From an optimization exercise on the open Yosys and OpenROAD flow, aimed at small area; shortcuts taken in it are not production practice.
Only simulation tests tie the RTL to the original design; equivalence was not proved.

## oak
// demodulate
module demodulate (
    input  wire               clk,
    input  wire               rst_n,
    input  wire               valid_in,
    input  wire signed [31:0] real_in,
    input  wire signed [31:0] imag_in,
    output reg                valid_out,
    output wire signed [31:0] demod_out
);
    reg [13:0] a, b;
    wire [13:0] c = real_in[13:0];
    wire [13:0] d = imag_in[13:0];
    always @(posedge clk or negedge rst_n)
        if (!rst_n) begin a <= 14'd0; b <= 14'd0; end
        else if (valid_in) begin a <= c; b <= d; end
  wire eaone1 = a[0] ^ 1'b0;
  wire eatwo2 = (a[1] & ~a[0] & ~1'b0) | (~a[1] & a[0] & 1'b0);
  wire eaone3 = a[2] ^ a[1];
  wire eatwo4 = (a[3] & ~a[2] & ~a[1]) | (~a[3] & a[2] & a[1]);
  wire eaone5 = a[4] ^ a[3];
  wire eatwo6 = (a[5] & ~a[4] & ~a[3]) | (~a[5] & a[4] & a[3]);
  wire eaone7 = a[6] ^ a[5];
  wire eatwo8 = (a[7] & ~a[6] & ~a[5]) | (~a[7] & a[6] & a[5]);
  wire eaone9 = a[8] ^ a[7];
  wire eatwo10 = (a[9] & ~a[8] & ~a[7]) | (~a[9] & a[8] & a[7]);
  wire eaone11 = a[10] ^ a[9];
  wire eatwo12 = (a[11] & ~a[10] & ~a[9]) | (~a[11] & a[10] & a[9]);
  wire eaone13 = a[12] ^ a[11];
  wire eatwo14 = (a[13] & ~a[12] & ~a[11]) | (~a[13] & a[12] & a[11]);
  wire ebone15 = b[0] ^ 1'b0;
  ...
==> flow/config.mk <==
export PLATFORM = sky130hd
export DESIGN_NAME = demodulate
export DESIGN_NICKNAME = demodulate
export VERILOG_FILES = /design/flow/design.v
export SDC_FILE = /design/flow/constraint.sdc
export NUM_CORES = 4
export LEC_CHECK = 0
export ABC_AREA = 1
export CAP_MARGIN = 20
export CORE_MARGIN = 2
export CORE_UTILIZATION = 40
export CTS_CLUSTER_DIAMETER = 100
export CTS_CLUSTER_SIZE = 30
export SLEW_MARGIN = 20
==> flow/constraint.sdc <==
create_clock -name core_clock -period 10.0 [get_ports {clk}]
set_input_delay 2.0000 -clock core_clock [delete_from_list [all_inputs] [get_ports {clk}]]
set_output_delay 2.0000 -clock core_clock [all_outputs]
set_load 0.01 [all_outputs]
standard.sh (not shown) runs the stock make flow with config.mk's settings and CLKGATE_MAP_FILE= SYNTH_SCRIPT=/design/flow/synth_recipe.tcl, a recipe that flattens the netlist after the stock synthesis.
==> flow/flow/run.sh <==
#!/bin/bash
# Own flow: the standard synthesis, then flow/invopt.py removes inverters around
# full adders and xor gates (a full adder is self-dual), then the standard layout
# of the modified netlist. Registers, their names and cell types are unchanged.
set -euo pipefail
W=$(pwd)
R=$W/orfs/results/$FLOW_PLATFORM/demodulate/base
bash standard.sh synth > "$W/flow_synth.log" 2>&1
cp "$R/1_2_yosys.v" "$W/1_2_yosys.standard.v"
python3 "$W/flow/invopt.py" "$W/1_2_yosys.standard.v" "$W/1_2_yosys.invopt.v" > "$W/flow_invopt.log" 2>&1
cp "$W/1_2_yosys.invopt.v" "$R/1_2_yosys.v"
rm -f "$R/1_synth.odb" "$R/1_synth.sdc"
bash standard.sh > "$W/flow_layout.log" 2>&1
Other scripts of this flow, unchanged in this note and not shown: flow/flow/invopt.py
Changes in pine relative to oak:
# oak
export LEC_CHECK = 0
export ABC_AREA = 1
export CAP_MARGIN = 20
export CORE_MARGIN = 2
export CORE_UTILIZATION = 40
export CTS_CLUSTER_DIAMETER = 100
export CTS_CLUSTER_SIZE = 30
export SLEW_MARGIN = 20
create_clock -name core_clock -period 10.0 [get_ports {clk}]
# pine
export LEC_CHECK = 0
export ABC_AREA = 1
export CAP_MARGIN = 20
export CORE_MARGIN = 2
export CORE_UTILIZATION = 40
export SLEW_MARGIN = 20
create_clock -name core_clock -period 10.0 [get_ports {clk}]
pine vs. oak: via count of the first global-routing pass saw an increase; first-pass GRT wire length increased 0.38%; design area higher; worst setup slack grew by 0.035 ns.
Against oak as the reference, pine delivers a lower multi-input combinational area share.
The global-route usage on pine is in line with that on oak.

* * *

Another version of the RTL of demodulate (not shown whole).
For scale: roughly 4100 cells after synthesis, ~100 I/O pins, about 35000 um2 of cells after synthesis.
Design demodulate, start of the top module:
module demodulate (
    input  wire               clk,
    input  wire               rst_n,
    input  wire               valid_in,
    input  wire signed [31:0] real_in,
    input  wire signed [31:0] imag_in,
    output reg                valid_out,
    output wire signed [31:0] demod_out
);
export LEC_CHECK = 0
export ABC_AREA = 1
export CAP_MARGIN = 20
export CORE_MARGIN = 2
export CORE_UTILIZATION = 40
export CTS_CLUSTER_DIAMETER = 100
export CTS_CLUSTER_SIZE = 24
export SLEW_MARGIN = 20
create_clock -name core_clock -period 10.0 [get_ports {clk}]
Scripts as last shown in full above: flow/flow/run.sh
Other scripts of this flow, unchanged in this note and not shown: flow/flow/invopt.py
Then changed:
Settings changed: GPL_ROUTABILITY_DRIVEN set to 0.
=> Setup slack gains 0.025 ns. Sequential share of layout area barely changes. Final cell count barely changes. First-iteration DRC count came out lower by 17%. Core utilization barely changes.

* * *

== main ==
demodulate with an RTL version that a note above also has.
For scale: about 4500 cells after synthesis, roughly 230 flip-flops, ~38000 um2 of cells after synthesis.
make LEC_CHECK=0 ABC_AREA=1 CAP_MARGIN=5 CORE_MARGIN=2 CORE_UTILIZATION=40 CTS_BUF_LIST='sky130_fd_sc_hd__clkbuf_4 sky130_fd_sc_hd__clkbuf_8' SLEW_MARGIN=5 finish   # period 10.0 ns
run.sh (not shown) runs the stock make flow with config.mk's settings and CLKGATE_MAP_FILE= SYNTH_SCRIPT=/design/flow/synth_recipe.tcl, a recipe that flattens the netlist after the stock synthesis.
Stock flow here: none of the scripts above is used.
main: full flow OK, the timing, design-rule and antenna checks passed
#### Input delta (the feature branch over main)
- CAP_MARGIN changed from 5 to 20
- CTS_BUF_LIST removed (was sky130_fd_sc_hd__clkbuf_4 sky130_fd_sc_hd__clkbuf_8)
- SLEW_MARGIN changed from 5 to 20
The feature branch vs main — clock-cell share of area dropped 0.30 points. Of the feature branch and main, main shows the higher number of DRC violations after detailed-routing iteration 0, with the feature branch below it. The feature branch against main: pin slew with the least headroom to its limit fell by 95 ps; minimum clock period after layout down 48 ps; via count went down 120; worst relative slew slack went up; number of buffers other than clock buffers in the final layout held steady. The setup slack in the feature branch was higher than what main gave. When the feature branch is measured against main, its ratio of final minimum period to clock period turns out 0.48 points lower.

-- separate check: timing with driven ports --
How much do the figures lean on ideal ports? The routed layouts below were timed once more, with nothing changed but the port constraints. Step 1 assumes that a clkbuf_16 drives the clock port and a buf_2 every other input. Step 2, shift: input delay + t, output delay - t, t = (earliest + latest rising clock arrival at the registers) / 2. This alone moves slack from input paths to output paths. Three values: ideal ports, drivers, drivers and shift; two values: the first two.
run | shift t [ns] | setup slack, ns | latest minus earliest clock arrival (ns) | slew at the worst register clock pin (ns) | worst data-port slew with drivers (ns)
oak | 0.604 | 1.176 / 1.206 / 0.616 | 0.023 / 0.022 | 0.11 / 0.11 | 0.05
pine | 0.669 | 1.211 / 1.211 / 0.585 | 0.043 / 0.043 | 0.07 / 0.07 | 0.05
the first run of note 2 | 0.599 | 0.966 / 1.002 / 0.403 | 0.045 / 0.045 | 0.09 / 0.09 | 0.07
the second run of note 2 | 0.612 | 0.991 / 1.017 / 0.405 | 0.035 / 0.034 | 0.09 / 0.09 | 0.07
main | 0.694 | 1.094 / 1.094 / 0.917 | 0.093 / 0.093 | 0.08 / 0.08 | 0.07
the feature branch | 0.675 | 1.142 / 1.142 / 0.872 | 0.050 / 0.050 | 0.07 / 0.07 | 0.07
After both steps every run listed still meets setup and hold. For pine, which loses most, drivers alone change the setup slack by 0.000 ns; drivers and shift together by -0.626 ns.
